Source: an optimization exercise on an open RTL-to-GDS flow (aim: small area). Production flows keep margins and buffers that such runs may drop. The RTL was checked by simulation tests, not by an equivalence proof against the original design. No driver is modelled on the clock port, so clocking that relies on it looks cheaper here than on a real chip. Power is estimated from default activity; no workload was simulated.

==> design.v <==
module debounce(
    input clk, rst,
    input in,
    output reg out
    );
localparam [12:0] CNT0 = 13'd7232;    
localparam [12:0] INV  = 13'b1010101010101;
reg [12:0] cnt_q;
reg        key_reg;
wire [12:0] cnt = cnt_q ^ INV;
wire low_zero = ~|cnt[11:0];
wire fb       = (cnt[12] ^ cnt[2]) & ~low_zero;
wire at_4999  = cnt[12] & low_zero;
always @(posedge clk, posedge rst) begin
    if (rst) begin
        key_reg <= 1'b0;
        cnt_q   <= CNT0 ^ INV;
    end else begin
        key_reg <= in;
        if (key_reg != in)
            cnt_q <= CNT0 ^ INV;
        else
            cnt_q <= {cnt[11:0], fb} ^ INV;
    end
end
always @(posedge clk, posedge rst) begin
    if (rst)
        out <= 1'b0;
    else if (at_4999)
        out <= in;
end
endmodule
module vga_drive(
    input clk, rst,
    input rgb_data,
    output hsync, vsync,
    output [2:0] vga_rgb,
    output [9:0] hpos,
    output [9:0] vpos,
    output line_end
);
reg [9:0] h;
reg [9:0] v;
reg [9:0] h_inc, v_inc;
reg       hc, vc;
integer   i, j;
always @* begin
    hc = 1'b1;
    for (i = 0; i < 10; i = i + 1) begin
        h_inc[i] = h[i] ^ hc;
        hc       = hc & h[i];
    end
end
always @* begin
    vc = &h;
    for (j = 0; j < 10; j = j + 1) begin
        v_inc[j] = v[j] ^ vc;
        vc       = vc & v[j];
    end
end
assign line_end = hc;    
wire v_wrap = ~v[9] & (&v[8:5]) & v[3] & v[1];
always @(posedge clk, posedge rst) begin
    if (rst)
        h <= 10'd224;
    else
        h <= h_inc | {2'b00, {3{line_end}}, 5'b00000};
end
wire v_load = line_end & v_wrap;
wire [9:0] v_next = (v_inc | {v_load, 4'b0000, v_load, 1'b0, v_load, 2'b00}) &
                    ~{4'b0000, v_load, 4'b0000, v_load};
always @(posedge clk, posedge rst) begin
    if (rst)
        v <= 10'd990;
    else
        v <= v_next;
end
assign hsync = h[9] | (h[8] & (h[7] | h[6]));
assign vsync = ~(&v[9:6] & ~v[5] & (&v[4:1]));
wire disp = (h[9] | (h[8] & (h[7] | (h[6] & h[5] & h[4])))) & ~(&h[9:4]) &
            ~v[9] & (|v[8:0]);
assign vga_rgb = {3{disp & rgb_data}};
assign hpos = h;
assign vpos = v;
endmodule
module pong(
    input clk, rst,
    input [9:0] hpos, vpos,
    input line_end,
    input btn_up, btn_down,
    output reg rgb_data
);
reg [9:0] nbx;       
reg [8:0] nby;       
reg [8:0] py;        
reg       x_dir, y_dir;
reg [1:0] lines;     
reg [2:0] tick_n;    
wire up, down;
debounce deb_up  (.clk(clk), .rst(rst), .in(btn_up),   .out(up));
debounce deb_down(.clk(clk), .rst(rst), .in(btn_down), .out(down));
function [10:0] sub10;
    input [9:0] a, b;
    integer k;
    reg c;
    begin
        c = 1'b1;
        for (k = 0; k < 10; k = k + 1) begin
            sub10[k] = a[k] ^ ~b[k] ^ c;
            c = (a[k] & ~b[k]) | (a[k] & c) | (~b[k] & c);
        end
        sub10[10] = ~c;
    end
endfunction
function [10:0] add10c;
    input [9:0] a, b;
    integer k;
    reg c;
    begin
        c = 1'b1;
        for (k = 0; k < 10; k = k + 1) begin
            add10c[k] = a[k] ^ b[k] ^ c;
            c = (a[k] & b[k]) | (a[k] & c) | (b[k] & c);
        end
        add10c[10] = c;
    end
endfunction
function ltc;
    input [9:0] a, c;
    integer k;
    begin
        ltc = 1'b0;
        for (k = 0; k < 10; k = k + 1)
            ltc = c[k] ? (~a[k] | ltc) : (~a[k] & ltc);
    end
endfunction
function [9:0] step10;
    input [9:0] a;
    input dn, en;
    integer k;
    reg t;
    begin
        t = en;
        for (k = 0; k < 10; k = k + 1) begin
            step10[k] = a[k] ^ t;
            t = t & (a[k] ^ dn);
        end
    end
endfunction
reg [9:0] tick_h;
always @* begin
    case (tick_n)
        3'd0: tick_h = 10'd323;
        3'd1: tick_h = 10'd423;
        3'd2: tick_h = 10'd523;
        3'd3: tick_h = 10'd623;
        3'd4: tick_h = 10'd723;
        3'd5: tick_h = 10'd823;
        3'd6: tick_h = 10'd923;
        default: tick_h = 10'd1023;
    endcase
end
wire tick = (&lines) && (&(hpos | ~tick_h));
always @(posedge clk, posedge rst) begin
    if (rst) begin
        lines  <= 2'd0;
        tick_n <= 3'd0;
    end else begin
        if (tick) begin
            tick_n <= step10({7'd0, tick_n}, 1'b0, 1'b1);
            lines  <= 2'd0;
        end else if (line_end && !(&lines))
            lines <= {lines[1] | lines[0], ~lines[0] | lines[1]};
    end
end
wire x0 = (hpos == 10'd367);
wire by_zero = &nby;
wire py_top  = ~|py;
wire py_bot  = py[8] & py[6] & py[5] & py[3];           
wire by_bot  = ~nby[8] & ~nby[7] & ~nby[6] & ~nby[3] & ~nby[2];    
wire [10:0] dx = add10c(hpos, nbx);                     
wire bx_wrap = ~ltc(nbx, 10'd657) & ltc(nbx, 10'd677);
wire in_ball_x = ~|dx[9:5] & ltc({5'd0, dx[4:0]}, 10'd20) & ~bx_wrap;
wire [8:0] y_op = x0 ? py : vpos[8:0];
wire [10:0] dy = add10c({1'b0, y_op}, {1'b1, nby});     
wire dy_lo = ~|dy[9:5];
wire in_ball_y = x0 ? by_zero : (dy[10] & dy_lo & ltc({5'd0, dy[4:0]}, 10'd20));
wire hit = (dy[10] & dy_lo & ltc({5'd0, dy[4:0]}, 10'd21)) |
           (~dy[10] & (&dy[9:7]) & ~ltc({3'd0, dy[6:0]}, 10'd8));
wire [10:0] dp = add10c({1'b0, vpos[8:0]}, {1'b1, ~py});    
wire in_pad_y = x0 ? py_top : (dp[10] & ~|dp[9:7] & ltc({3'd0, dp[6:0]}, 10'd121));
wire in_pad_x = ltc(hpos, 10'd387) | ~ltc(hpos, 10'd987);
always @(posedge clk)
    rgb_data <= (in_ball_x & in_ball_y) | (in_pad_x & in_pad_y);
wire at_left  = (nbx == 10'd636);
wire at_right = (nbx == 10'd56);
always @(posedge clk, posedge rst) begin
    if (rst) begin
        x_dir <= 1'b1;
        y_dir <= 1'b1;
    end else begin
        if (x0 & hit) begin
            if (at_left)
                x_dir <= 1'b1;
            else if (at_right)
                x_dir <= 1'b0;
        end
        if (by_zero)
            y_dir <= 1'b1;
        else if (by_bot)
            y_dir <= 1'b0;
    end
end
wire p_up = tick & up & ~down & ~py_top;
wire p_dn = tick & down & ~up & ~py_bot;
always @(posedge clk, posedge rst) begin
    if (rst) begin
        nbx <= ~10'd687;
        nby <= ~9'd240;
        py  <= 9'd100;
    end else begin
        nbx <= step10(nbx, x_dir, tick);
        nby <= step10({1'b0, nby}, y_dir, tick);
        py  <= step10({1'b0, py}, p_up, p_up | p_dn);
    end
end
endmodule
module pong_top(
    input clk, rst,
    input btn_up, btn_down,
    output hsync, vsync,
    output [2:0] vga_rgb
    );
wire       rgb_data_w;
wire [9:0] hpos_w;
wire [9:0] vpos_w;
wire       line_end_w;
vga_drive vga_driver_u(.clk (clk),
                       .rst (rst),
                       .rgb_data (rgb_data_w),
                       .hsync (hsync),
                       .vsync (vsync),
                       .vga_rgb (vga_rgb),
                       .hpos (hpos_w),
                       .vpos (vpos_w),
                       .line_end (line_end_w));
pong pong_u(.clk (clk),
            .rst (rst),
            .hpos (hpos_w),
            .vpos (vpos_w),
            .line_end (line_end_w),
            .btn_up (btn_up),
            .btn_down (btn_down),
            .rgb_data (rgb_data_w));
endmodule
==> flow/run.sh <==
#!/bin/bash
# Layout: the standard flow, with a smaller clock tree (no dummy loads)
# and single-strength port buffers. Each tool's output goes to flow.log.
set -euo pipefail
export CTS_ARGS="-sink_clustering_enable -repair_clock_nets -dont_use_dummy_load -buf_list sky130_fd_sc_hd__clkbuf_8 -sink_clustering_size 30 -sink_clustering_max_diameter 100"
export BUFFER_PORTS_ARGS="-buffer_cell sky130_fd_sc_hd__buf_1"
bash standard.sh > flow.log 2>&1
==> standard.sh <==
#!/bin/bash
# synth_recipe.tcl (not shown) runs the flow's synth.tcl, then flattens the netlist and writes it again
# the make line also repeats each setting of config.mk as NAME=value (left out here)
make -C /OpenROAD-flow-scripts/flow DESIGN_CONFIG=/design/flow/config.mk WORK_HOME=/design/flow/orfs CLKGATE_MAP_FILE= SYNTH_SCRIPT=/design/flow/synth_recipe.tcl "${@:-finish}"
==> config.mk <==
export PLATFORM = sky130hd
export DESIGN_NAME = pong_top
export DESIGN_NICKNAME = pong_top
export VERILOG_FILES = /design/flow/design.v
export SDC_FILE = /design/flow/constraint.sdc
export NUM_CORES = 4
export LEC_CHECK = 0
export CAP_MARGIN = 20
export CORE_MARGIN = 2
export CORE_UTILIZATION = 60
export PLACE_DENSITY = 0.8
export SLEW_MARGIN = 20
==> constraint.sdc <==
create_clock -name core_clock -period 10.0 [get_ports {clk}]
set_input_delay 2.0000 -clock core_clock [delete_from_list [all_inputs] [get_ports {clk}]]
set_output_delay 2.0000 -clock core_clock [all_outputs]
set_load 0.01 [all_outputs]
==> impl_metrics.xml, run 1 <==
<?xml version="1.0" encoding="UTF-8"?>
<metrics>
  <group name="sta">
    <metric name="period_utilization" unit="%">60.1</metric>
    <metric name="worst_slew_pin_slew" unit="ps">731</metric>
    <metric name="worst_slew_margin_rel" unit="%">51.2</metric>
    <metric name="post_layout_minimum_cycle_time" unit="ps">6010</metric>
    <metric name="unrepaired_setup_endpoints_after_global_routing" unit="">no</metric>
    <metric name="final_max_slew_viol_count" unit="">0</metric>
    <metric name="timing.final.hold_violations" unit="">0</metric>
    <metric name="finalSetupTns" unit="ps">0</metric>
    <metric name="max_freq" unit="MHz">166</metric>
    <metric name="finalSetupViolCount" unit="">0</metric>
    <metric name="clock-skew-final" unit="ps">23.1</metric>
    <metric name="hold_slack" unit="ps">392</metric>
  </group>
  <group name="finish">
    <metric name="num-nets-final" unit="">542</metric>
    <metric name="largest_registers" unit="">pong_u.deb_down.cnt_q: 13 flops, pong_u.deb_up.cnt_q: 13 flops</metric>
    <metric name="finalNonFillerCells" unit="">593</metric>
    <metric name="num_antenna_cells" unit="">0</metric>
    <metric name="synthToLayoutAreaGrowth" unit="%">3.62</metric>
    <metric name="final_layout_size_suffix_gt1_share" unit="%">12.7</metric>
  </group>
  <group name="floorplan">
    <metric name="initial_utilization" unit="%">61.9</metric>
    <metric name="floorplan.core_area" unit="mm²">0.00822</metric>
    <metric name="number_of_placement_rows" unit="">33</metric>
    <metric name="die_h" unit="µm">96.0</metric>
    <metric name="floorplan.die.width" unit="µm">96.0</metric>
    <metric name="dieArea" unit="mm²">0.00922</metric>
    <metric name="design.portCount" unit="">9</metric>
  </group>
  <group name="synth">
    <metric name="netlist_top_cells_area" unit="">sky130_fd_sc_hd__dfrtp_1 (25%), sky130_fd_sc_hd__dfstp_2 (18%), sky130_fd_sc_hd__fa_1 (9.1%), sky130_fd_sc_hd__ha_1 (6.2%), sky130_fd_sc_hd__xnor2_1 (5.9%)</metric>
    <metric name="netlist_area" unit="mm²">0.00508</metric>
    <metric name="post-synth-top-area-fraction" unit="%">25.1</metric>
    <metric name="synth_largest_area_cell" unit="">sky130_fd_sc_hd__dfrtp_1</metric>
    <metric name="syn-mean-instance-area" unit="µm²">10.4</metric>
    <metric name="synth_async_sr_flop_share" unit="%">98.8</metric>
    <metric name="synth_sequential_area_ratio" unit="%">43.1</metric>
    <metric name="synth.lib_cells_used.distinct" unit="">56</metric>
    <metric name="synth_edf_count" unit="">0</metric>
    <metric name="synth_nets" unit="">541</metric>
    <metric name="synthFlopType" unit="">sky130_fd_sc_hd__dfrtp_1</metric>
    <metric name="postSynthCellCount" unit="">489</metric>
    <metric name="yosys_warnings" unit="">3</metric>
    <metric name="synth.ff_latch_count" unit="">86</metric>
  </group>
  <group name="clock_network">
    <metric name="clk_root_buffer_cell" unit="">sky130_fd_sc_hd__clkbuf_8</metric>
    <metric name="post-cts-setup-buffers" unit="">0</metric>
    <metric name="cts_inserted_buffers" unit="">9</metric>
    <metric name="cts-hold-fix-buffers" unit="">0</metric>
    <metric name="clock_tree.htree_level_count" unit="">3</metric>
    <metric name="clk_latency" unit="ps">350</metric>
    <metric name="cts_tree" unit="">done</metric>
    <metric name="clockBufferDepth" unit="">2</metric>
    <metric name="cts.clk_slew.worst_paths" unit="ps">80</metric>
    <metric name="clock_sinks" unit="">86</metric>
    <metric name="cts_resized" unit="">0</metric>
  </group>
  <group name="route">
    <metric name="ant_nets" unit="">0</metric>
    <metric name="detail_route.wl_per_cell" unit="µm">14.9</metric>
    <metric name="initialDrtViolationCount" unit="">230</metric>
    <metric name="drc" unit="">0</metric>
    <metric name="drt_pass1_iterations" unit="">4</metric>
    <metric name="wl" unit="µm">8860</metric>
    <metric name="vias" unit="">3396</metric>
    <metric name="avgViaCountPerCell" unit="">5.73</metric>
  </group>
  <group name="place">
    <metric name="post_placement_cell_count" unit="">584</metric>
    <metric name="hpwl_after_detailed_placement" unit="µm">6520</metric>
    <metric name="globalplace.congestion" unit="">0.953</metric>
    <metric name="placement.io_buffers" unit="">8</metric>
  </group>
  <group name="power">
    <metric name="vdd_ir_drop_max" unit="µV">98.4</metric>
    <metric name="post-layout-total-power" unit="W">0.000593</metric>
    <metric name="leakage" unit="nW">2.32</metric>
    <metric name="powerDensity" unit="mW/mm²">113</metric>
  </group>
  <group name="outcome">
    <metric name="run_status" unit="">timing/DRC/antenna clean</metric>
  </group>
  <group name="setup_path">
    <metric name="cp.required" unit="ps">10260</metric>
    <metric name="cp-end-kind" unit="">flip-flop</metric>
    <metric name="critPathMaxFanout" unit="">17</metric>
    <metric name="timing.critical_path.arrival" unit="ps">6260</metric>
    <metric name="worstSetupStartpointType" unit="">flip-flop</metric>
    <metric name="critical_path_class" unit="">flip-flop to flip-flop</metric>
  </group>
  <group name="global_route">
    <metric name="first_pass_grt_wire_length" unit="µm">15700</metric>
    <metric name="antenna_found_initial" unit="">0</metric>
    <metric name="grt_pass1_vias" unit="">3404</metric>
    <metric name="grtUsageTotal" unit="%">22.0</metric>
    <metric name="grt_start_max_net_pins" unit="">86</metric>
    <metric name="global_route.overflow_total" unit="">0</metric>
  </group>
  <group name="hold_path">
    <metric name="holdCritPathClass" unit="">flip-flop to flip-flop</metric>
  </group>
  <group name="run">
    <metric name="maxCapViolCount" unit="">0</metric>
  </group>
</metrics>
[report_power, final]
group	leakage, nW	switching, W	internal [W]	total [W]
clock network	0.0647	0.000105	0.0000806	0.000186
registers	1.04	0.0000106	0.000364	0.000375
logic	1.21	0.0000193	0.0000133	0.0000326
[cells in the final DEF, fill, tap and decap left out, types with 2 or more instances in the layout]
cell type / count
sky130_fd_sc_hd__nand3_2: 2
sky130_fd_sc_hd__fa_1: 23
sky130_fd_sc_hd__dfrtp_1: 51
sky130_fd_sc_hd__a21oi_1: 6
sky130_fd_sc_hd__o22ai_1: 4
sky130_fd_sc_hd__a32o_1: 2
sky130_fd_sc_hd__o31ai_1: 3
sky130_fd_sc_hd__nor4bb_1: 2
sky130_fd_sc_hd__nand2_1: 54
sky130_fd_sc_hd__nor2_1: 40
sky130_fd_sc_hd__ha_1: 25
sky130_fd_sc_hd__buf_1: 8
sky130_fd_sc_hd__inv_1: 38
sky130_fd_sc_hd__nand3b_1: 3
sky130_fd_sc_hd__nand4_1: 9
sky130_fd_sc_hd__nand4b_1: 5
sky130_fd_sc_hd__and2_1: 4
sky130_fd_sc_hd__nand3_1: 23
sky130_fd_sc_hd__nor2b_1: 3
sky130_fd_sc_hd__dfstp_2: 34
sky130_fd_sc_hd__o41ai_1: 2
sky130_fd_sc_hd__xor2_1: 12
sky130_fd_sc_hd__xnor2_1: 34
sky130_fd_sc_hd__o21ai_0: 23
sky130_fd_sc_hd__and4b_1: 4
sky130_fd_sc_hd__mux2_2: 3
sky130_fd_sc_hd__a31oi_1: 2
sky130_fd_sc_hd__nand2b_1: 8
sky130_fd_sc_hd__nor3_1: 7
sky130_fd_sc_hd__mux2i_1: 7
sky130_fd_sc_hd__clkbuf_8: 9
sky130_fd_sc_hd__nor4b_1: 4
sky130_fd_sc_hd__or2_2: 3
sky130_fd_sc_hd__nor4_1: 9
[worst max-delay path, cell delays in order, from the launching register on]
cell and delay, ps:
sky130_fd_sc_hd__dfrtp_1 470, sky130_fd_sc_hd__or4b_1 610, sky130_fd_sc_hd__nor3_4 540, sky130_fd_sc_hd__mux2i_1 300, sky130_fd_sc_hd__ha_1 170, sky130_fd_sc_hd__inv_1 50, sky130_fd_sc_hd__fa_1 370, sky130_fd_sc_hd__inv_1 80
sky130_fd_sc_hd__fa_1 160, sky130_fd_sc_hd__inv_1 50, sky130_fd_sc_hd__fa_1 390, sky130_fd_sc_hd__inv_1 80, sky130_fd_sc_hd__fa_1 190, sky130_fd_sc_hd__fa_1 170, sky130_fd_sc_hd__inv_1 50, sky130_fd_sc_hd__fa_1 410
sky130_fd_sc_hd__fa_1 430, sky130_fd_sc_hd__fa_1 500, sky130_fd_sc_hd__nor2_1 130, sky130_fd_sc_hd__nand3_1 120, sky130_fd_sc_hd__o22a_1 240, sky130_fd_sc_hd__o41ai_1 310, sky130_fd_sc_hd__nand2b_1 90
[path summary, 6_finish.rpt]
check	from	end	slack [ps]	depth (start not counted)
setup / recovery	vga_driver_u.h[4]$_DFF_PP0_	pong_u.x_dir$_DFFE_PP1P_	3990	22
max in group asynchronous	rst	pong_u.py[7]$_DFF_PP0_	7680	3
min in group asynchronous	rst	pong_u.tick_n[0]$_DFFE_PP0P_	1830	3
setup reg to reg	vga_driver_u.h[4]$_DFF_PP0_	pong_u.x_dir$_DFFE_PP1P_	3990	22
hold / removal	pong_u.deb_down.cnt_q[10]$_DFF_PP0_	pong_u.deb_down.cnt_q[11]$_DFF_PP1_	390	1
hold reg to reg	pong_u.deb_down.cnt_q[10]$_DFF_PP0_	pong_u.deb_down.cnt_q[11]$_DFF_PP1_	390	1
[layout make-up]
type | count | area (µm²)
Multi-Input combinational cell | 344 | 2630
Tap cell | 105 | 131
Fill cell | 650 | 2950
Timing Repair Buffer | 10 | 48.8
Inverter | 39 | 148
Sequential cell | 86 | 2190
Clock buffer | 9 | 124
[cell families after synthesis]
logic type | after synthesis | share of synthesized area (%)
buffers and inverters | 59 | 5.27
flip-flops | 86 | 43.1
adder cells (fa/ha/maj) | 48 | 15.2
AO/OA/AOI/OAI | 52 | 6.77
AND/OR/NAND/NOR | 188 | 19.7
multiplexers | 10 | 2.04
XOR/XNOR | 46 | 7.93
[per-stage QoR]
| step | instance area (µm²) | util, % | setup slack, ps |
|---|---|---|---|
| after CTS | 5260 | 64.1 | 3940 |
| after global routing | 5270 | 64.1 | 3580 |
| after floorplan | 5080 | - | 4400 |
| final | 5270 | 64.1 | 3990 |
| after global placement | 5140 | 62.6 | 4220 |
| after detailed placement | 5140 | 62.6 | 3980 |
[synth_stat cells, types with 6 or more instances]
cell,number
sky130_fd_sc_hd__nand2b_1,8
sky130_fd_sc_hd__a21oi_1,6
sky130_fd_sc_hd__nor4_1,9
sky130_fd_sc_hd__xnor2_1,34
sky130_fd_sc_hd__mux2i_1,7
sky130_fd_sc_hd__nand3_1,23
sky130_fd_sc_hd__xor2_1,12
sky130_fd_sc_hd__nor2_1,40
sky130_fd_sc_hd__dfrtp_1,51
sky130_fd_sc_hd__clkbuf_1,11
sky130_fd_sc_hd__dfstp_2,34
sky130_fd_sc_hd__fa_1,23
sky130_fd_sc_hd__inv_1,39
sky130_fd_sc_hd__nand4_1,9
sky130_fd_sc_hd__nor3_1,7
sky130_fd_sc_hd__o21ai_0,23
sky130_fd_sc_hd__nand2_1,54
sky130_fd_sc_hd__ha_1,25
[routing by layer]
| metal | vias up | share of wire (%) | track usage, % |
|---|---|---|---|
| li1 | 1645 | - | - |
| met1 | 1666 | 45 | 29.2 |
| met2 | 67 | 48 | 35.9 |
| met3 | 18 | 3.8 | 5.25 |
| met4 | 0 | 2.5 | 7.02 |
| met5 | - | 0 | 0 |
==> run 2, diff against run 1 <==
--- a/design.v
+++ b/design.v
@@ -78,3 +78,3 @@
 assign hsync = h[9] | (h[8] & (h[7] | h[6]));
-assign vsync = ~(&v[9:6] & ~v[5] & (&v[4:1]));
+assign vsync = ~v[9] | v[5];
 wire disp = (h[9] | (h[8] & (h[7] | (h[6] & h[5] & h[4])))) & ~(&h[9:4]) &
@@ -95,3 +95,3 @@
 reg [8:0] py;        
-reg       x_dir, y_dir;
+reg       nx_dir, ny_dir;    
 reg [1:0] lines;     
@@ -181,3 +181,3 @@
 wire [10:0] dx = add10c(hpos, nbx);                     
-wire bx_wrap = ~ltc(nbx, 10'd657) & ltc(nbx, 10'd677);
+wire bx_wrap = ~ltc(nbx, 10'd657);
 wire in_ball_x = ~|dx[9:5] & ltc({5'd0, dx[4:0]}, 10'd20) & ~bx_wrap;
@@ -198,4 +198,4 @@
     if (rst) begin
-        x_dir <= 1'b1;
-        y_dir <= 1'b1;
+        nx_dir <= 1'b0;
+        ny_dir <= 1'b0;
     end else begin
@@ -203,10 +203,10 @@
             if (at_left)
-                x_dir <= 1'b1;
+                nx_dir <= 1'b0;
             else if (at_right)
-                x_dir <= 1'b0;
+                nx_dir <= 1'b1;
         end
         if (by_zero)
-            y_dir <= 1'b1;
+            ny_dir <= 1'b0;
         else if (by_bot)
-            y_dir <= 1'b0;
+            ny_dir <= 1'b1;
     end
@@ -221,4 +221,4 @@
     end else begin
-        nbx <= step10(nbx, x_dir, tick);
-        nby <= step10({1'b0, nby}, y_dir, tick);
+        nbx <= step10(nbx, ~nx_dir, tick);
+        nby <= step10({1'b0, nby}, ~ny_dir, tick);
         py  <= step10({1'b0, py}, p_up, p_up | p_dn);
==> run 2 against run 1 <==
Net effect:
- register-to-register slack better by 120 ps
- worst hold slack better by 8.4 ps
- combinational power is 6% lower
- count of clock-buffer cells in the layout stayed put
- synthesized area is 1.6% lower
- maximum frequency is 2.0% higher
- setup slack better by 120 ps
- cell count is 1.5% lower
- first-iteration DRC count is 37% lower
- critical path depth is 1 higher
- sequential cell count stayed put
- utilization is 0.057 points lower
==> impl_metrics.xml, run 2 <==
<?xml version="1.0" encoding="UTF-8"?>
<metrics>
  <group name="clock_network">
    <metric name="cts_resized" unit="">0</metric>
    <metric name="clockBufferDepth" unit="">2</metric>
    <metric name="cts_inserted_buffers" unit="">9</metric>
    <metric name="clock_sinks" unit="">86</metric>
    <metric name="cts.clk_slew.worst_paths" unit="ps">80</metric>
    <metric name="cts-hold-fix-buffers" unit="">0</metric>
    <metric name="post-cts-setup-buffers" unit="">0</metric>
    <metric name="clk_root_buffer_cell" unit="">sky130_fd_sc_hd__clkbuf_8</metric>
    <metric name="clock_tree.htree_level_count" unit="">3</metric>
    <metric name="clk_latency" unit="ps">350</metric>
    <metric name="cts_tree" unit="">done</metric>
  </group>
  <group name="hold_path">
    <metric name="timing.hold.worst.start" unit="">pong_u.deb_up.cnt_q[10]$_DFF_PP0_</metric>
    <metric name="hold_path_depth" unit="">1</metric>
    <metric name="holdCritPathClass" unit="">flip-flop to flip-flop</metric>
    <metric name="hold_path_end" unit="">pong_u.deb_up.cnt_q[11]$_DFF_PP1_</metric>
  </group>
  <group name="place">
    <metric name="post_placement_cell_count" unit="">575</metric>
    <metric name="placement.io_buffers" unit="">8</metric>
    <metric name="placement.setup.worst_slack" unit="ps">4090</metric>
    <metric name="hpwl_after_detailed_placement" unit="µm">6670</metric>
    <metric name="globalplace.congestion" unit="">0.916</metric>
  </group>
  <group name="setup_path">
    <metric name="worstReg2RegStart" unit="">vga_driver_u.h[0]$_DFF_PP0_</metric>
    <metric name="worstPathBufferInverterCount" unit="">5</metric>
    <metric name="worstPathCellList" unit="">ha_1 -&gt; and3_1 -&gt; nand3_1 -&gt; mux2i_1 -&gt; ha_1 -&gt; inv_1 -&gt; fa_1 -&gt; inv_1 -&gt; fa_1 -&gt; inv_1 -&gt; fa_1 -&gt; inv_1 -&gt; fa_1 -&gt; fa_1 -&gt; inv_1 -&gt; fa_1 -&gt; fa_1 -&gt; fa_1 -&gt; nor4b_1 -&gt; nand2_1 -&gt; a21oi_1 -&gt; o2111ai_1 -&gt; a211o_1</metric>
    <metric name="cp-end-kind" unit="">flip-flop</metric>
    <metric name="crit_family" unit="">adder cells</metric>
    <metric name="timing.critical_path.slowest_stage_cell" unit="">sky130_fd_sc_hd__nand3_1</metric>
    <metric name="critPathMaxFanout" unit="">15</metric>
    <metric name="worstSetupStartpointType" unit="">flip-flop</metric>
    <metric name="reg2reg_depth" unit="">23</metric>
    <metric name="critPathMaxStageDelay" unit="ps">500</metric>
    <metric name="timing.critical_path.arrival" unit="ps">6110</metric>
    <metric name="reg2reg_setup_slack" unit="ps">4110</metric>
    <metric name="reg2reg_to" unit="">pong_u.nx_dir$_DFFE_PP0P_</metric>
    <metric name="cp.required" unit="ps">10220</metric>
    <metric name="crit_top_cell" unit="">sky130_fd_sc_hd__fa_1</metric>
    <metric name="critical_path_class" unit="">flip-flop to flip-flop</metric>
  </group>
  <group name="run">
    <metric name="maxCapViolCount" unit="">0</metric>
  </group>
  <group name="synth">
    <metric name="synth_largest_area_cell" unit="">sky130_fd_sc_hd__dfrtp_1</metric>
    <metric name="netlist_area" unit="mm²">0.00500</metric>
    <metric name="synth.ff_latch_count" unit="">86</metric>
    <metric name="syn-mean-instance-area" unit="µm²">10.5</metric>
    <metric name="synth_edf_count" unit="">0</metric>
    <metric name="postSynthCellCount" unit="">476</metric>
    <metric name="synth_sequential_area_ratio" unit="%">43.7</metric>
    <metric name="synth_nets" unit="">528</metric>
    <metric name="synth_top_cells_by_count" unit="">sky130_fd_sc_hd__dfrtp_1 (53), sky130_fd_sc_hd__inv_1 (41), sky130_fd_sc_hd__nor2_1 (40)</metric>
    <metric name="yosys_warnings" unit="">3</metric>
    <metric name="synth.lib_cells_used.distinct" unit="">56</metric>
    <metric name="synth_async_sr_flop_share" unit="%">98.8</metric>
    <metric name="synthFlopType" unit="">sky130_fd_sc_hd__dfrtp_1</metric>
    <metric name="synth.most_common_cell" unit="">sky130_fd_sc_hd__dfrtp_1</metric>
    <metric name="post-synth-top-area-fraction" unit="%">26.5</metric>
    <metric name="netlist_top_cells_area" unit="">sky130_fd_sc_hd__dfrtp_1 (27%), sky130_fd_sc_hd__dfstp_2 (17%), sky130_fd_sc_hd__fa_1 (9.2%), sky130_fd_sc_hd__xnor2_1 (6.5%), sky130_fd_sc_hd__ha_1 (6.3%)</metric>
  </group>
  <group name="power">
    <metric name="swShare" unit="%">22.7</metric>
    <metric name="leakage" unit="nW">2.30</metric>
    <metric name="comb_power_share" unit="%">5.2</metric>
    <metric name="powerDensity" unit="mW/mm²">113</metric>
    <metric name="vdd_ir_drop_max" unit="µV">64.9</metric>
    <metric name="clkPwrFrac" unit="%">31.4</metric>
    <metric name="intPower" unit="W">0.000455</metric>
    <metric name="seqPwrFrac" unit="%">63.3</metric>
    <metric name="switching_power_summed_over_all_nets" unit="W">0.000134</metric>
  </group>
  <group name="sta">
    <metric name="post_layout_minimum_cycle_time" unit="ps">5890</metric>
    <metric name="timing.final.hold_violations" unit="">0</metric>
    <metric name="unrepaired_setup_endpoints_after_global_routing" unit="">no</metric>
    <metric name="period_utilization" unit="%">58.9</metric>
    <metric name="worst_slack" unit="ps">4110</metric>
    <metric name="finalSetupViolCount" unit="">0</metric>
    <metric name="finalSetupTns" unit="ps">0</metric>
    <metric name="max_freq" unit="MHz">170</metric>
    <metric name="worst_slew_margin_rel" unit="%">50.3</metric>
    <metric name="worst_slew_pin_slew" unit="ps">740</metric>
    <metric name="clock-skew-final" unit="ps">25.1</metric>
    <metric name="final_max_slew_viol_count" unit="">0</metric>
  </group>
  <group name="finish">
    <metric name="num_antenna_cells" unit="">0</metric>
    <metric name="final_layout_size_suffix_gt1_share" unit="%">13.4</metric>
    <metric name="num-nets-final" unit="">533</metric>
    <metric name="filler_cell_count" unit="">611</metric>
    <metric name="finalNonFillerCells" unit="">584</metric>
    <metric name="largest_registers" unit="">pong_u.deb_down.cnt_q: 13 flops, pong_u.deb_up.cnt_q: 13 flops</metric>
    <metric name="final_core_utilization" unit="%">64.1</metric>
    <metric name="commonest_non_fill_non_tap_cells_in_the_layout" unit="">sky130_fd_sc_hd__dfrtp_1 (53), sky130_fd_sc_hd__inv_1 (40), sky130_fd_sc_hd__nor2_1 (40)</metric>
    <metric name="synthToLayoutAreaGrowth" unit="%">4.20</metric>
    <metric name="layout_commonest_cell" unit="">sky130_fd_sc_hd__dfrtp_1</metric>
  </group>
  <group name="floorplan">
    <metric name="number_of_placement_rows" unit="">33</metric>
    <metric name="floorplan.die.width" unit="µm">95.3</metric>
    <metric name="dieArea" unit="mm²">0.00908</metric>
    <metric name="initial_utilization" unit="%">61.5</metric>
    <metric name="design.portCount" unit="">9</metric>
    <metric name="die_h" unit="µm">95.3</metric>
    <metric name="floorplan.core_area" unit="mm²">0.00813</metric>
  </group>
  <group name="route">
    <metric name="vias" unit="">3384</metric>
    <metric name="wl" unit="µm">9030</metric>
    <metric name="drc" unit="">0</metric>
    <metric name="drt_pass1_iterations" unit="">5</metric>
    <metric name="detail_route.wl_per_cell" unit="µm">15.5</metric>
    <metric name="avgViaCountPerCell" unit="">5.79</metric>
    <metric name="initialDrtViolationCount" unit="">146</metric>
    <metric name="ant_nets" unit="">0</metric>
  </group>
  <group name="outcome">
    <metric name="run_status" unit="">timing/DRC/antenna clean</metric>
  </group>
  <group name="global_route">
    <metric name="grt_start_max_net_pins" unit="">86</metric>
    <metric name="grtUsageTotal" unit="%">22.3</metric>
    <metric name="first_pass_grt_wire_length" unit="µm">15600</metric>
    <metric name="grt_pass1_vias" unit="">3376</metric>
    <metric name="antenna_found_initial" unit="">0</metric>
    <metric name="global_route.overflow_total" unit="">0</metric>
  </group>
</metrics>
[run 2: layout make-up]
type | instances | area (µm²) | area share (%)
repair buffers | 10 | 48.8 | 0.937
multi-input cells | 333 | 2560 | 49.2
flip-flops and latches | 86 | 2190 | 42.0
well taps | 105 | 131 | 2.52
inverters | 41 | 155 | 2.98
clock buffers | 9 | 124 | 2.38
[run 2: per-stage QoR]
stage | area (µm²) | hold WS, ps | total power, W
after floorplan | 5000 | 363 | 0.000401
after global placement | 5080 | 380 | 0.000409
after detailed placement | 5080 | 391 | 0.000411
after CTS | 5210 | 403 | 0.000597
after global routing | 5210 | 417 | 0.000617
final | 5210 | 400 | 0.000589
[run 2: worst max path at each step]
stage	startpoint	end	depth (start not counted)
after floorplan	vga_driver_u.h[0]$_DFF_PP0_	pong_u.nx_dir$_DFFE_PP0P_	24
after global placement	vga_driver_u.h[0]$_DFF_PP0_	pong_u.nx_dir$_DFFE_PP0P_	23
after detailed placement	vga_driver_u.h[0]$_DFF_PP0_	pong_u.nx_dir$_DFFE_PP0P_	23
after CTS	vga_driver_u.h[0]$_DFF_PP0_	pong_u.nx_dir$_DFFE_PP0P_	23
after global routing	vga_driver_u.h[0]$_DFF_PP0_	pong_u.nx_dir$_DFFE_PP0P_	23
final	vga_driver_u.h[0]$_DFF_PP0_	pong_u.nx_dir$_DFFE_PP0P_	23
[run 2: metal layers]
metal / wire [µm] / vias up / track usage, %
met5: 0 / - / 0
met4: 108 / 0 / 7.49
met3: 385 / 10 / 7.04
met2: 4510 / 58 / 35.6
met1: 4030 / 1696 / 28.8
li1: - / 1620 / -
[run 2: kinds of logic (layout without fill, tap and decap cells)]
logic type	after synthesis	after routing	synth area share, %
simple gates	173	173	18.0
flops	86	86	43.7
buf+inv	57	60	4.98
compound gates	56	56	7.53
fa+ha+maj	48	48	15.5
xor+xnor	43	43	7.53
mux	13	13	2.78
[run 2: worst register-to-register path: cells and delay by family, from the launching register on]
kind	cells	cell delay [ps]
AND/OR/NAND/NOR	4	1150
multiplexers	1	260
buffers and inverters	5	320
adder cells (fa/ha/maj)	10	3060
flip-flops	1	410
AO/OA/AOI/OAI	3	590
[run 2: power by group through the flow]
| stage | combinational [W] | sequential (W) | clock [W] |
|---|---|---|---|
| finish | 0.0000308 | 0.000373 | 0.000185 |
| global route | 0.0000352 | 0.000374 | 0.000208 |
| CTS | 0.0000314 | 0.000373 | 0.000192 |
| detailed placement | 0.0000315 | 0.000379 | 0 |
| global placement | 0.0000307 | 0.000379 | 0 |
| floorplan | 0.0000250 | 0.000376 | 0 |
==> run 3, diff against run 2 <==
==> flow/run.sh (replaced) <==
#!/bin/bash
# Layout: the standard flow, with a smaller clock tree (no dummy loads),
# single-strength port buffers, and gates downsized where timing allows
# after clock tree synthesis. Each tool's output goes to flow.log.
set -euo pipefail
export CTS_ARGS="-sink_clustering_enable -repair_clock_nets -dont_use_dummy_load -buf_list sky130_fd_sc_hd__clkbuf_8 -sink_clustering_size 30 -sink_clustering_max_diameter 100"
export BUFFER_PORTS_ARGS="-buffer_cell sky130_fd_sc_hd__buf_1"
export POST_CTS_TCL="$PWD/flow/post_cts.tcl"
bash standard.sh > flow.log 2>&1
==> flow/post_cts.tcl (new file) <==
# After clock tree synthesis and its timing repair: give back the drive
# strength that synthesis added on paths with timing slack to spare.
repair_timing -recover_power 100
==> run 3 against run 2 <==
Net effect:
- combinational power increased by 3%
- cell count increased by 0.34%
- critical path depth decreased by 1
- count of clock-buffer cells in the layout unchanged
- sequential share of layout area decreased by 0.16 points
- utilization increased by 0.25 points
- register-to-register slack got worse by 60 ps
==> impl_metrics.xml, run 3 <==
<?xml version="1.0" encoding="UTF-8"?>
<metrics>
  <group name="outcome">
    <metric name="run_status" unit="">timing/DRC/antenna clean</metric>
  </group>
  <group name="power">
    <metric name="vdd_ir_drop_max" unit="µV">65.1</metric>
    <metric name="post-layout-total-power" unit="W">0.000590</metric>
    <metric name="powerDensity" unit="mW/mm²">113</metric>
    <metric name="leakage" unit="nW">2.31</metric>
  </group>
  <group name="sta">
    <metric name="unrepaired_setup_endpoints_after_global_routing" unit="">no</metric>
    <metric name="hold_slack" unit="ps">399</metric>
    <metric name="clock-skew-final" unit="ps">23.9</metric>
    <metric name="finalSetupViolCount" unit="">0</metric>
    <metric name="period_utilization" unit="%">59.5</metric>
    <metric name="worst_slew_margin_rel" unit="%">57.4</metric>
    <metric name="finalSetupTns" unit="ps">0</metric>
    <metric name="max_freq" unit="MHz">168</metric>
    <metric name="post_layout_minimum_cycle_time" unit="ps">5950</metric>
    <metric name="timing.final.hold_violations" unit="">0</metric>
    <metric name="final_max_slew_viol_count" unit="">0</metric>
    <metric name="worst_slew_pin_slew" unit="ps">637</metric>
  </group>
  <group name="floorplan">
    <metric name="floorplan.die.width" unit="µm">95.3</metric>
    <metric name="floorplan.core_area" unit="mm²">0.00813</metric>
    <metric name="design.portCount" unit="">9</metric>
    <metric name="initial_utilization" unit="%">61.5</metric>
    <metric name="number_of_placement_rows" unit="">33</metric>
    <metric name="dieArea" unit="mm²">0.00908</metric>
    <metric name="die_h" unit="µm">95.3</metric>
  </group>
  <group name="synth">
    <metric name="netlist_top_cells_area" unit="">sky130_fd_sc_hd__dfrtp_1 (27%), sky130_fd_sc_hd__dfstp_2 (17%), sky130_fd_sc_hd__fa_1 (9.2%), sky130_fd_sc_hd__xnor2_1 (6.5%), sky130_fd_sc_hd__ha_1 (6.3%)</metric>
    <metric name="synthFlopType" unit="">sky130_fd_sc_hd__dfrtp_1</metric>
    <metric name="synth_xor_xnor_area_share" unit="%">7.53</metric>
    <metric name="synthSimpleGateAreaFrac" unit="%">18.0</metric>
    <metric name="yosys_warnings" unit="">3</metric>
    <metric name="synth.mux.area_fraction" unit="%">2.78</metric>
    <metric name="netlist_area" unit="mm²">0.00500</metric>
    <metric name="synth_top_family_by_area" unit="">simple AND/OR/NAND/NOR gates</metric>
    <metric name="synth.ff_latch_count" unit="">86</metric>
    <metric name="synth_top_cells_by_count" unit="">sky130_fd_sc_hd__dfrtp_1 (53), sky130_fd_sc_hd__inv_1 (41), sky130_fd_sc_hd__nor2_1 (40)</metric>
    <metric name="synth_edf_count" unit="">0</metric>
    <metric name="synth.lib_cells_used.distinct" unit="">56</metric>
    <metric name="yosys.area_share.adder" unit="%">15.5</metric>
    <metric name="synth.most_common_cell" unit="">sky130_fd_sc_hd__dfrtp_1</metric>
    <metric name="synth_largest_area_cell" unit="">sky130_fd_sc_hd__dfrtp_1</metric>
    <metric name="post-synth-top-area-fraction" unit="%">26.5</metric>
    <metric name="synth_sequential_area_ratio" unit="%">43.7</metric>
    <metric name="synth_async_sr_flop_share" unit="%">98.8</metric>
    <metric name="syn-mean-instance-area" unit="µm²">10.5</metric>
    <metric name="postSynthCellCount" unit="">476</metric>
    <metric name="synth_nets" unit="">528</metric>
    <metric name="synth-compound-area-share" unit="%">7.53</metric>
  </group>
  <group name="setup_path">
    <metric name="timing.critical_path.slowest_stage_cell" unit="">sky130_fd_sc_hd__dfstp_1</metric>
    <metric name="critical_path_class" unit="">flip-flop to flip-flop</metric>
    <metric name="cp-end-kind" unit="">flip-flop</metric>
    <metric name="reg2reg_depth" unit="">22</metric>
    <metric name="reg2reg_to" unit="">pong_u.nx_dir$_DFFE_PP0P_</metric>
    <metric name="critPathMaxFanout" unit="">15</metric>
    <metric name="worstPathCellList" unit="">and3_1 -&gt; nand3_1 -&gt; mux2i_1 -&gt; ha_1 -&gt; inv_1 -&gt; fa_1 -&gt; inv_1 -&gt; fa_1 -&gt; inv_1 -&gt; fa_1 -&gt; inv_1 -&gt; fa_1 -&gt; fa_1 -&gt; inv_1 -&gt; fa_1 -&gt; fa_1 -&gt; fa_1 -&gt; nor4b_1 -&gt; nand2_1 -&gt; a21oi_1 -&gt; o2111ai_1 -&gt; a211o_1</metric>
    <metric name="worstSetupStartpointType" unit="">flip-flop</metric>
    <metric name="reg2reg_setup_slack" unit="ps">4050</metric>
    <metric name="cp.required" unit="ps">10220</metric>
    <metric name="timing.critical_path.arrival" unit="ps">6180</metric>
    <metric name="critPathMaxStageDelay" unit="ps">660</metric>
    <metric name="worstReg2RegStart" unit="">vga_driver_u.h[6]$_DFF_PP1_</metric>
    <metric name="crit_top_cell" unit="">sky130_fd_sc_hd__fa_1</metric>
  </group>
  <group name="place">
    <metric name="hpwl_after_detailed_placement" unit="µm">6670</metric>
    <metric name="globalplace.congestion" unit="">0.916</metric>
    <metric name="post_placement_cell_count" unit="">575</metric>
    <metric name="placement.io_buffers" unit="">8</metric>
    <metric name="post_dp_cell_area" unit="mm²">0.00508</metric>
  </group>
  <group name="finish">
    <metric name="commonest_non_fill_non_tap_cells_in_the_layout" unit="">sky130_fd_sc_hd__dfrtp_1 (53), sky130_fd_sc_hd__inv_1 (40), sky130_fd_sc_hd__nor2_1 (40)</metric>
    <metric name="filler_cell_count" unit="">608</metric>
    <metric name="num_antenna_cells" unit="">0</metric>
    <metric name="synthToLayoutAreaGrowth" unit="%">4.60</metric>
    <metric name="layout_commonest_cell" unit="">sky130_fd_sc_hd__dfrtp_1</metric>
    <metric name="final_layout_size_suffix_gt1_share" unit="%">13.3</metric>
    <metric name="finalNonFillerCells" unit="">586</metric>
    <metric name="largest_registers" unit="">pong_u.deb_down.cnt_q: 13 flops, pong_u.deb_up.cnt_q: 13 flops</metric>
    <metric name="num-nets-final" unit="">535</metric>
    <metric name="finalInstanceArea" unit="mm²">0.00523</metric>
  </group>
  <group name="clock_network">
    <metric name="clock_sinks" unit="">86</metric>
    <metric name="clk_latency" unit="ps">360</metric>
    <metric name="cts.clk_slew.worst_paths" unit="ps">90</metric>
    <metric name="cts_tree" unit="">done</metric>
  </group>
  <group name="route">
    <metric name="wl" unit="µm">9010</metric>
    <metric name="drc" unit="">0</metric>
    <metric name="highest-signal-layer" unit="">met4</metric>
    <metric name="vias" unit="">3386</metric>
    <metric name="drt_pass1_iterations" unit="">5</metric>
    <metric name="ant_nets" unit="">0</metric>
    <metric name="wl_met2" unit="µm">4470</metric>
    <metric name="detail_route.wl_per_cell" unit="µm">15.4</metric>
    <metric name="met3_wirelength" unit="µm">298</metric>
    <metric name="met1Wirelength" unit="µm">4100</metric>
    <metric name="initialDrtViolationCount" unit="">123</metric>
    <metric name="avgViaCountPerCell" unit="">5.78</metric>
  </group>
  <group name="global_route">
    <metric name="grt_start_max_net_pins" unit="">86</metric>
    <metric name="first_pass_grt_wire_length" unit="µm">15600</metric>
    <metric name="grt_pass1_vias" unit="">3371</metric>
    <metric name="global_route.overflow_total" unit="">0</metric>
    <metric name="grtUsageTotal" unit="%">22.2</metric>
    <metric name="antenna_found_initial" unit="">0</metric>
  </group>
  <group name="hold_path">
    <metric name="holdCritPathClass" unit="">flip-flop to flip-flop</metric>
    <metric name="hold_path_end" unit="">pong_u.deb_down.cnt_q[4]$_DFF_PP1_</metric>
    <metric name="timing.hold.worst.start" unit="">pong_u.deb_down.cnt_q[3]$_DFF_PP0_</metric>
    <metric name="hold_path_depth" unit="">1</metric>
  </group>
  <group name="run">
    <metric name="maxCapViolCount" unit="">0</metric>
  </group>
</metrics>
[run 3: cell count changes in the layout (fill, tap and decap cells not counted), sizes merged]
cell and change:
clkbuf +3, clkinvlp +1, buf -1, clkinv -1
[run 3: cell families after synthesis]
family	Yosys count
and+or+nand+nor	173
DFF	86
buffers and inverters	57
AOI/OAI and AO/OA	56
adders and majority gates	48
xor gates and xnor gates	43
muxes	13
[run 3: through the flow]
step | setup slack [ps] | util [%]
global route | 3600 | 64.3
finish | 4050 | 64.3
global placement | 4340 | 62.5
floorplan | 4400 | -
detailed placement | 4090 | 62.5
[run 3: how the worst max path moves through the flow]
stage | from | endpoint | slack [ps] | cells past startpoint
after floorplan | vga_driver_u.h[0]$_DFF_PP0_ | pong_u.nx_dir$_DFFE_PP0P_ | 4400 | 24
after global placement | vga_driver_u.h[0]$_DFF_PP0_ | pong_u.nx_dir$_DFFE_PP0P_ | 4340 | 23
after detailed placement | vga_driver_u.h[0]$_DFF_PP0_ | pong_u.nx_dir$_DFFE_PP0P_ | 4090 | 23
after global routing | vga_driver_u.h[6]$_DFF_PP1_ | pong_u.nx_dir$_DFFE_PP0P_ | 3600 | 22
final | vga_driver_u.h[6]$_DFF_PP1_ | pong_u.nx_dir$_DFFE_PP0P_ | 4050 | 22
[run 3: report_power, final]
part | switching [W] | internal, W | total [W]
Sequential | 0.00000896 | 0.000364 | 0.000373
Clock | 0.000105 | 0.0000806 | 0.000186
Combinational | 0.0000202 | 0.0000115 | 0.0000316
Total | 0.000134 | 0.000456 | 0.000590
[run 3: area by class of cell]
cell class | count | area [µm²] | area share (%)
multi-input cells | 333 | 2550 | 48.9
well taps | 105 | 131 | 2.51
clock buffers | 9 | 124 | 2.37
repair buffers | 12 | 77.6 | 1.48
inverters | 41 | 155 | 2.97
flip-flops and latches | 86 | 2190 | 41.8
[run 3: critical path: cells and delay by family, from the launching register on]
kind                       cells  cell delay, ps
and+or+nand+nor                4            1160
buffers and inverters          5             320
DFF                            1             660
adders and majority gates      9            2800
AOI/OAI and AO/OA              3             590
muxes                          1             310
[run 3: routing by layer]
| metal | up-vias | track usage, % |
|---|---|---|
| li1 | 1623 | - |
| met1 | 1702 | 28.7 |
| met2 | 49 | 35.6 |
| met3 | 12 | 7.04 |
| met4 | 0 | 7.49 |
| met5 | - | 0 |
==> run 4, diff against run 3 <==
--- a/flow/run.sh
+++ b/flow/run.sh
@@ -1,5 +1,6 @@
 #!/bin/bash
-# Layout: the standard flow, with a smaller clock tree (no dummy loads),
-# single-strength port buffers, and gates downsized where timing allows
-# after clock tree synthesis. Each tool's output goes to flow.log.
+# Layout: the standard flow, with a smaller clock tree (no dummy loads,
+# and clkbuf_4 in place of clkbuf_8 where the clock slews stay low; see
+# post_cts.tcl) and single-strength port buffers. Each tool's output goes
+# to flow.log.
 set -euo pipefail
==> flow/post_cts.tcl (replaced) <==
proc clk_pin_slew_worst {} {
  set w 0
  foreach pin [get_pins -hierarchical */CLK] {
    set s [get_property $pin slew_max]
    if {$s > $w} { set w $s }
  }
  return $w
}
estimate_parasitics -placement
set small sky130_fd_sc_hd__clkbuf_4
foreach inst [[ord::get_db_block] getInsts] {
  set master [[$inst getMaster] getName]
  if {$master ne "sky130_fd_sc_hd__clkbuf_8"} { continue }
  set name [$inst getName]
  replace_cell [get_cells $name] $small
  estimate_parasitics -placement
  set w [clk_pin_slew_worst]
  set h [sta::worst_slack_cmd min]
  if {$w > 0.105 || $h < 0.2e-9} {
    replace_cell [get_cells $name] $master
    estimate_parasitics -placement
    puts "clock buffer $name: kept $master (slew $w, hold slack $h)"
  } else {
    puts "clock buffer $name: now $small (slew $w, hold slack $h)"
  }
}
--- a/config.mk
+++ b/config.mk
@@ -9,4 +9,4 @@
 export CORE_MARGIN = 2
-export CORE_UTILIZATION = 60
-export PLACE_DENSITY = 0.8
+export CORE_UTILIZATION = 75
+export PLACE_DENSITY = 0.9
 export SLEW_MARGIN = 20
==> run 4 against run 3 <==
Net effect:
- total power is 3.9% lower
- clock skew hardly changed
- utilization is 16 points higher
- first-iteration DRC count grew to 2.7 times the previous value
- combinational power is 1% lower
- design area is 1.7% lower
- sequential power hardly changed
- count of clock-buffer cells in the layout stayed put
- cell count is 5.1% lower
- highest routed layer unchanged
- sequential share of layout area is 0.70 points higher
==> impl_metrics.xml, run 4 <==
<?xml version="1.0" encoding="UTF-8"?>
<metrics>
  <group name="outcome">
    <metric name="run_status" unit="">timing/DRC/antenna clean</metric>
  </group>
  <group name="synth">
    <metric name="post-synth-top-area-fraction" unit="%">26.5</metric>
    <metric name="synth.ff_latch_count" unit="">86</metric>
    <metric name="synth_edf_count" unit="">0</metric>
    <metric name="postSynthCellCount" unit="">476</metric>
    <metric name="syn-mean-instance-area" unit="µm²">10.5</metric>
    <metric name="synth_nets" unit="">528</metric>
    <metric name="yosys_warnings" unit="">3</metric>
    <metric name="synth_async_sr_flop_share" unit="%">98.8</metric>
    <metric name="synth_largest_area_cell" unit="">sky130_fd_sc_hd__dfrtp_1</metric>
    <metric name="synth.lib_cells_used.distinct" unit="">56</metric>
    <metric name="netlist_area" unit="mm²">0.00500</metric>
    <metric name="synth_top_cells_by_count" unit="">sky130_fd_sc_hd__dfrtp_1 (53), sky130_fd_sc_hd__inv_1 (41), sky130_fd_sc_hd__nor2_1 (40)</metric>
    <metric name="synthFlopType" unit="">sky130_fd_sc_hd__dfrtp_1</metric>
    <metric name="netlist_top_cells_area" unit="">sky130_fd_sc_hd__dfrtp_1 (27%), sky130_fd_sc_hd__dfstp_2 (17%), sky130_fd_sc_hd__fa_1 (9.2%), sky130_fd_sc_hd__xnor2_1 (6.5%), sky130_fd_sc_hd__ha_1 (6.3%)</metric>
    <metric name="synth.most_common_cell" unit="">sky130_fd_sc_hd__dfrtp_1</metric>
    <metric name="synth_sequential_area_ratio" unit="%">43.7</metric>
  </group>
  <group name="global_route">
    <metric name="global_route.overflow_total" unit="">0</metric>
    <metric name="first_pass_grt_wire_length" unit="µm">17200</metric>
    <metric name="grt_start_max_net_pins" unit="">86</metric>
    <metric name="grt_pass1_vias" unit="">3661</metric>
    <metric name="grtUsageTotal" unit="%">30.1</metric>
    <metric name="antenna_found_initial" unit="">0</metric>
  </group>
  <group name="finish">
    <metric name="register_area" unit="mm²">0.00219</metric>
    <metric name="layout_commonest_cell" unit="">sky130_fd_sc_hd__dfrtp_1</metric>
    <metric name="multi_input_area" unit="mm²">0.00256</metric>
    <metric name="largest_registers" unit="">pong_u.deb_down.cnt_q: 13 flops, pong_u.deb_up.cnt_q: 13 flops</metric>
    <metric name="commonest_non_fill_non_tap_cells_in_the_layout" unit="">sky130_fd_sc_hd__dfrtp_1 (53), sky130_fd_sc_hd__inv_1 (40), sky130_fd_sc_hd__nor2_1 (40)</metric>
    <metric name="final_layout_size_suffix_gt1_share" unit="%">13.4</metric>
    <metric name="synthToLayoutAreaGrowth" unit="%">2.88</metric>
    <metric name="num_antenna_cells" unit="">0</metric>
    <metric name="filler_cell_count" unit="">360</metric>
    <metric name="num-nets-final" unit="">533</metric>
  </group>
  <group name="route">
    <metric name="initialDrtViolationCount" unit="">329</metric>
    <metric name="ant_nets" unit="">0</metric>
    <metric name="drt_pass1_iterations" unit="">5</metric>
    <metric name="detail_route.wl_per_cell" unit="µm">17.6</metric>
    <metric name="vias" unit="">3542</metric>
    <metric name="wl" unit="µm">9810</metric>
    <metric name="avgViaCountPerCell" unit="">6.37</metric>
    <metric name="drc" unit="">0</metric>
  </group>
  <group name="place">
    <metric name="placement.setup.worst_slack" unit="ps">4000</metric>
    <metric name="globalplace.congestion" unit="">0.896</metric>
    <metric name="placement.io_buffers" unit="">8</metric>
    <metric name="hpwl_after_detailed_placement" unit="µm">7020</metric>
  </group>
  <group name="setup_path">
    <metric name="reg2reg_to" unit="">pong_u.nx_dir$_DFFE_PP0P_</metric>
    <metric name="crit_top_cell" unit="">sky130_fd_sc_hd__fa_1</metric>
    <metric name="timing.critical_path.slowest_stage_cell" unit="">sky130_fd_sc_hd__fa_1</metric>
    <metric name="cp.required" unit="ps">10330</metric>
    <metric name="critPathMaxFanout" unit="">15</metric>
    <metric name="worstPathCellList" unit="">nor3_1 -&gt; nand3_1 -&gt; mux2i_1 -&gt; ha_1 -&gt; inv_1 -&gt; fa_1 -&gt; inv_1 -&gt; fa_1 -&gt; inv_1 -&gt; fa_1 -&gt; inv_1 -&gt; fa_1 -&gt; fa_1 -&gt; inv_1 -&gt; fa_1 -&gt; fa_1 -&gt; fa_1 -&gt; nor4b_1 -&gt; nand2_1 -&gt; a21oi_1 -&gt; o2111ai_1 -&gt; a211o_1</metric>
    <metric name="timing.critical_path.arrival" unit="ps">6400</metric>
    <metric name="reg2reg_setup_slack" unit="ps">3930</metric>
    <metric name="cp-end-kind" unit="">flip-flop</metric>
    <metric name="worstSetupStartpointType" unit="">flip-flop</metric>
    <metric name="reg2reg_depth" unit="">22</metric>
    <metric name="worstReg2RegStart" unit="">vga_driver_u.h[4]$_DFF_PP0_</metric>
    <metric name="critical_path_class" unit="">flip-flop to flip-flop</metric>
    <metric name="critPathMaxStageDelay" unit="ps">520</metric>
  </group>
  <group name="hold_path">
    <metric name="hold_path_depth" unit="">1</metric>
    <metric name="holdCritPathClass" unit="">flip-flop to flip-flop</metric>
    <metric name="timing.hold.worst.start" unit="">pong_u.deb_up.cnt_q[1]$_DFF_PP0_</metric>
    <metric name="hold_path_end" unit="">pong_u.deb_up.cnt_q[2]$_DFF_PP1_</metric>
  </group>
  <group name="sta">
    <metric name="max_freq" unit="MHz">165</metric>
    <metric name="worst_slack" unit="ps">3930</metric>
    <metric name="post_layout_minimum_cycle_time" unit="ps">6070</metric>
    <metric name="timing.final.hold_violations" unit="">0</metric>
    <metric name="worst_slew_margin_rel" unit="%">44.7</metric>
    <metric name="final_max_slew_viol_count" unit="">0</metric>
    <metric name="worst_slew_pin_slew" unit="ps">824</metric>
    <metric name="finalSetupViolCount" unit="">0</metric>
    <metric name="unrepaired_setup_endpoints_after_global_routing" unit="">no</metric>
    <metric name="clock-skew-final" unit="ps">23.8</metric>
    <metric name="period_utilization" unit="%">60.7</metric>
    <metric name="finalSetupTns" unit="ps">0</metric>
  </group>
  <group name="power">
    <metric name="vdd_ir_drop_max" unit="µV">127</metric>
    <metric name="powerDensity" unit="mW/mm²">110</metric>
    <metric name="leakage" unit="nW">2.29</metric>
  </group>
  <group name="floorplan">
    <metric name="dieArea" unit="mm²">0.00734</metric>
    <metric name="floorplan.core_area" unit="mm²">0.00639</metric>
    <metric name="die_h" unit="µm">85.6</metric>
    <metric name="design.portCount" unit="">9</metric>
    <metric name="initial_utilization" unit="%">78.3</metric>
    <metric name="number_of_placement_rows" unit="">29</metric>
    <metric name="floorplan.die.width" unit="µm">85.6</metric>
  </group>
  <group name="run">
    <metric name="maxCapViolCount" unit="">0</metric>
  </group>
  <group name="clock_network">
    <metric name="cts_tree" unit="">done</metric>
    <metric name="cts.clk_slew.worst_paths" unit="ps">100</metric>
    <metric name="clk_latency" unit="ps">440</metric>
    <metric name="clock_sinks" unit="">86</metric>
  </group>
</metrics>
## run 4: cell types whose count changed in the layout (fill, tap and decap cells not counted), moves of 2 or more
| cell | delta |
|---|---|
| sky130_fd_sc_hd__o21ai_1 | +4 |
| sky130_fd_sc_hd__clkbuf_8 | -5 |
| sky130_fd_sc_hd__dfstp_1 | -2 |
| sky130_fd_sc_hd__clkbuf_4 | +3 |
| sky130_fd_sc_hd__dfstp_2 | +2 |
| sky130_fd_sc_hd__o21ai_0 | -4 |
## run 4: critical path, delay by kind of cell (launching register included)
family / cells / cell delay, ps
simple gates: 4 / 1330
mux: 1 / 330
buf+inv: 5 / 320
compound gates: 3 / 640
flops: 1 / 490
fa+ha+maj: 9 / 2840
## run 4: area by class of cell
type                       instances  share of cell area [%]
tap                               77                    1.87
clock buffer                       9                    1.80
inverter                          41                    3.02
multi-input combinational        333                    49.8
sequential                        86                    42.5
timing repair buffer              10                   0.949
## run 4: worst max-delay path by stage
stage	startpoint	end	slack (ps)
6_report	vga_driver_u.h[4]$_DFF_PP0_	pong_u.nx_dir$_DFFE_PP0P_	3930
2_1_floorplan	vga_driver_u.h[0]$_DFF_PP0_	pong_u.nx_dir$_DFFE_PP0P_	4400
5_1_grt	vga_driver_u.h[4]$_DFF_PP0_	pong_u.nx_dir$_DFFE_PP0P_	3400
3_5_place_dp	vga_driver_u.h[4]$_DFF_PP0_	pong_u.nx_dir$_DFFE_PP0P_	4000
3_3_place_gp	vga_driver_u.h[0]$_DFF_PP0_	pong_u.nx_dir$_DFFE_PP0P_	4350
## run 4: report_power, final
part | switching, W | total [W] | leakage, nW | internal (W)
combinational | 0.0000207 | 0.0000312 | 1.19 | 0.0000105
sequential | 0.00000878 | 0.000373 | 1.05 | 0.000364
clock | 0.000105 | 0.000164 | 0.0518 | 0.0000588
total | 0.000134 | 0.000568 | 2.29 | 0.000433
## run 4: cells by family (layout without fill, tap and decap cells)
logic type      after synthesis  count (layout)  share of synthesized area, %
compound gates               56              56                          7.53
xor+xnor                     43              43                          7.53
fa+ha+maj                    48              48                          15.5
buf+inv                      57              60                          4.98
flops                        86              86                          43.7
mux                          13              13                          2.78
simple gates                173             173                          18.0
## run 4: per-layer routing
metal / vias to the layer above / global-route usage, % / part of all wire, %
met2: 127 / 50.6 / 52
met1: 1762 / 39.4 / 42
met3: 24 / 6.45 / 4.5
met4: 0 / 9.67 / 2.0
met5: - / 0 / 0
li1: 1629 / - / -
## run 4: through the flow
stage               hold WS, ps  instances  power (W)  util (%)  instance area (µm²)
detailed placement          387        547   0.000410      79.0                 5050
floorplan                   363        476   0.000401         -                 5000
global placement            382        547   0.000409      79.0                 5050
global route                418        556   0.000587      80.5                 5140
finish                      396        556   0.000568      80.5                 5140
==> run 5, diff against run 4 <==
--- a/config.mk
+++ b/config.mk
@@ -9,4 +9,4 @@
 export CORE_MARGIN = 2
-export CORE_UTILIZATION = 75
-export PLACE_DENSITY = 0.9
+export CORE_UTILIZATION = 60
+export PLACE_DENSITY = 0.8
 export SLEW_MARGIN = 20
==> run 5 against run 4 <==
Net effect:
- critical path depth grew 1
- cell count grew 5.0%
- utilization shrank 17 points
- clock power shrank 2%
- clock skew grew 2.8 ps
- count of clock-buffer cells in the layout is the same
- maximum frequency grew 2.7%
- critical endpoint unchanged
==> impl_metrics.xml, run 5 <==
<?xml version="1.0" encoding="UTF-8"?>
<metrics>
  <group name="outcome">
    <metric name="run_status" unit="">timing/DRC/antenna clean</metric>
  </group>
  <group name="sta">
    <metric name="timing.final.hold_violations" unit="">0</metric>
    <metric name="period_utilization" unit="%">59.1</metric>
    <metric name="post_layout_minimum_cycle_time" unit="ps">5910</metric>
    <metric name="clock-skew-final" unit="ps">26.6</metric>
    <metric name="final_max_slew_viol_count" unit="">0</metric>
    <metric name="unrepaired_setup_endpoints_after_global_routing" unit="">no</metric>
    <metric name="max_freq" unit="MHz">169</metric>
    <metric name="worst_slew_margin_rel" unit="%">49.5</metric>
    <metric name="finalSetupViolCount" unit="">0</metric>
    <metric name="finalSetupTns" unit="ps">0</metric>
    <metric name="worst_slack" unit="ps">4090</metric>
    <metric name="worst_slew_pin_slew" unit="ps">752</metric>
  </group>
  <group name="floorplan">
    <metric name="design.portCount" unit="">9</metric>
    <metric name="floorplan.die.width" unit="µm">95.3</metric>
    <metric name="number_of_placement_rows" unit="">33</metric>
    <metric name="die_h" unit="µm">95.3</metric>
    <metric name="dieArea" unit="mm²">0.00908</metric>
  </group>
  <group name="place">
    <metric name="placement.io_buffers" unit="">8</metric>
    <metric name="hpwl_after_detailed_placement" unit="µm">6670</metric>
    <metric name="placement.setup.worst_slack" unit="ps">4090</metric>
    <metric name="post_dp_cell_area" unit="mm²">0.00508</metric>
    <metric name="post_placement_cell_count" unit="">575</metric>
    <metric name="globalplace.congestion" unit="">0.916</metric>
  </group>
  <group name="clock_network">
    <metric name="cts.clk_slew.worst_paths" unit="ps">90</metric>
    <metric name="cts_tree" unit="">done</metric>
    <metric name="clk_latency" unit="ps">420</metric>
    <metric name="clock_sinks" unit="">86</metric>
  </group>
  <group name="synth">
    <metric name="synth_largest_area_cell" unit="">sky130_fd_sc_hd__dfrtp_1</metric>
    <metric name="synth_async_sr_flop_share" unit="%">98.8</metric>
    <metric name="post-synth-top-area-fraction" unit="%">26.5</metric>
    <metric name="synth.lib_cells_used.distinct" unit="">56</metric>
    <metric name="synth_top_cells_by_count" unit="">sky130_fd_sc_hd__dfrtp_1 (53), sky130_fd_sc_hd__inv_1 (41), sky130_fd_sc_hd__nor2_1 (40)</metric>
    <metric name="netlist_top_cells_area" unit="">sky130_fd_sc_hd__dfrtp_1 (27%), sky130_fd_sc_hd__dfstp_2 (17%), sky130_fd_sc_hd__fa_1 (9.2%), sky130_fd_sc_hd__xnor2_1 (6.5%), sky130_fd_sc_hd__ha_1 (6.3%)</metric>
    <metric name="netlist_area" unit="mm²">0.00500</metric>
    <metric name="synth.most_common_cell" unit="">sky130_fd_sc_hd__dfrtp_1</metric>
    <metric name="synth.ff_latch_count" unit="">86</metric>
    <metric name="postSynthCellCount" unit="">476</metric>
    <metric name="synthFlopType" unit="">sky130_fd_sc_hd__dfrtp_1</metric>
  </group>
  <group name="setup_path">
    <metric name="crit_family" unit="">adder cells</metric>
    <metric name="worstPathBufferInverterCount" unit="">5</metric>
    <metric name="timing.critical_path.arrival" unit="ps">6220</metric>
    <metric name="critPathMaxFanout" unit="">15</metric>
    <metric name="worstPathCellList" unit="">ha_1 -&gt; and3_1 -&gt; nand3_1 -&gt; mux2i_1 -&gt; ha_1 -&gt; inv_1 -&gt; fa_1 -&gt; inv_1 -&gt; fa_1 -&gt; inv_1 -&gt; fa_1 -&gt; inv_1 -&gt; fa_1 -&gt; fa_1 -&gt; inv_1 -&gt; fa_1 -&gt; fa_1 -&gt; fa_1 -&gt; nor4b_1 -&gt; nand2_1 -&gt; a21oi_1 -&gt; o2111ai_1 -&gt; a211o_1</metric>
    <metric name="cp.required" unit="ps">10310</metric>
    <metric name="critical_path_class" unit="">flip-flop to flip-flop</metric>
    <metric name="cp-end-kind" unit="">flip-flop</metric>
    <metric name="timing.critical_path.slowest_stage_cell" unit="">sky130_fd_sc_hd__nand3_1</metric>
  </group>
  <group name="global_route">
    <metric name="global_route.overflow_total" unit="">0</metric>
    <metric name="met3_usage" unit="%">6.80</metric>
    <metric name="grtUsageMet2" unit="%">35.6</metric>
    <metric name="first_pass_grt_wire_length" unit="µm">15600</metric>
    <metric name="gr-usage-met1" unit="%">28.8</metric>
    <metric name="global_route.peak_usage_layer" unit="">met2</metric>
  </group>
  <group name="finish">
    <metric name="largest_registers" unit="">pong_u.deb_down.cnt_q: 13 flops, pong_u.deb_up.cnt_q: 13 flops</metric>
    <metric name="finalNonFillerCells" unit="">584</metric>
    <metric name="final_layout_size_suffix_gt1_share" unit="%">13.4</metric>
    <metric name="num-nets-final" unit="">533</metric>
    <metric name="commonest_non_fill_non_tap_cells_in_the_layout" unit="">sky130_fd_sc_hd__dfrtp_1 (53), sky130_fd_sc_hd__inv_1 (40), sky130_fd_sc_hd__nor2_1 (40)</metric>
    <metric name="num_antenna_cells" unit="">0</metric>
    <metric name="finalInstanceArea" unit="mm²">0.00518</metric>
    <metric name="layout_commonest_cell" unit="">sky130_fd_sc_hd__dfrtp_1</metric>
  </group>
  <group name="route">
    <metric name="wl" unit="µm">9040</metric>
    <metric name="vias" unit="">3376</metric>
    <metric name="drt_pass1_iterations" unit="">4</metric>
    <metric name="drc" unit="">0</metric>
  </group>
  <group name="power">
    <metric name="post-layout-total-power" unit="W">0.000564</metric>
    <metric name="powerDensity" unit="mW/mm²">109</metric>
    <metric name="leakage" unit="nW">2.29</metric>
  </group>
  <group name="run">
    <metric name="maxCapViolCount" unit="">0</metric>
  </group>
  <group name="hold_path">
    <metric name="holdCritPathClass" unit="">flip-flop to flip-flop</metric>
  </group>
</metrics>
## run 5: cell counts in the layout (fill, tap and decap cells not counted)
Identical to the previous run, type by type.
## run 5: area by class of cell
cell class | count | area, µm²
inverter | 41 | 155
sequential | 86 | 2190
tap | 105 | 131
timing repair buffer | 10 | 48.8
clock buffer | 9 | 92.6
multi-input combinational | 333 | 2560
fill | 619 | 2960
## run 5: path summary, 6_finish.rpt
kind                                                          from                                  to  slack (ps)  cells after the start
max in group asynchronous                                      rst              pong_u.py[1]$_DFF_PP0_        7740                      3
worst max register to register         vga_driver_u.h[0]$_DFF_PP0_           pong_u.nx_dir$_DFFE_PP0P_        4090                     23
worst min-delay path            pong_u.deb_down.cnt_q[3]$_DFF_PP0_  pong_u.deb_down.cnt_q[4]$_DFF_PP1_         400                      1
min in group asynchronous                                      rst             pong_u.nbx[3]$_DFF_PP0_        1750                      3
worst min register to register  pong_u.deb_down.cnt_q[3]$_DFF_PP0_  pong_u.deb_down.cnt_q[4]$_DFF_PP1_         400                      1
worst max-delay path                   vga_driver_u.h[0]$_DFF_PP0_           pong_u.nx_dir$_DFFE_PP0P_        4090                     23
## run 5: kinds of logic (layout without fill, tap and decap cells)
logic type,count (synthesis),in the layout,synth area share [%]
flops,86,86,43.7
xor+xnor,43,43,7.53
fa+ha+maj,48,48,15.5
mux,13,13,2.78
buf+inv,57,60,4.98
simple gates,173,173,18.0
compound gates,56,56,7.53
## run 5: through the flow
stage / utilization [%] / hold slack (ps)
2_1_floorplan: - / 363
3_3_place_gp: 62.5 / 380
3_5_place_dp: 62.5 / 391
5_1_grt: 63.7 / 417
6_report: 63.7 / 400
## run 5: per-layer routing
layer  vias to the layer above  share of wire [%]  wire length (µm)
li1                       1622                  -                 -
met1                      1698                 46              4150
met2                        47                 49              4470
met3                         9                3.4               304
met4                         0                1.2               110
met5                         -                  0                 0
## run 5: power breakdown
group	internal [W]	switching, W	leakage, nW
sequential	0.000364	0.00000896	1.05
combinational	0.0000105	0.0000203	1.19
clock	0.0000588	0.000102	0.0518
total	0.000433	0.000131	2.29

Check on run 5: ideal ports give 4.089 ns setup slack; a clkbuf_16 on the clock port and buf_2 on the inputs give 4.089 ns; moving port delays by the midpoint clock arrival (0.443 ns) as well gives 4.089 ns.
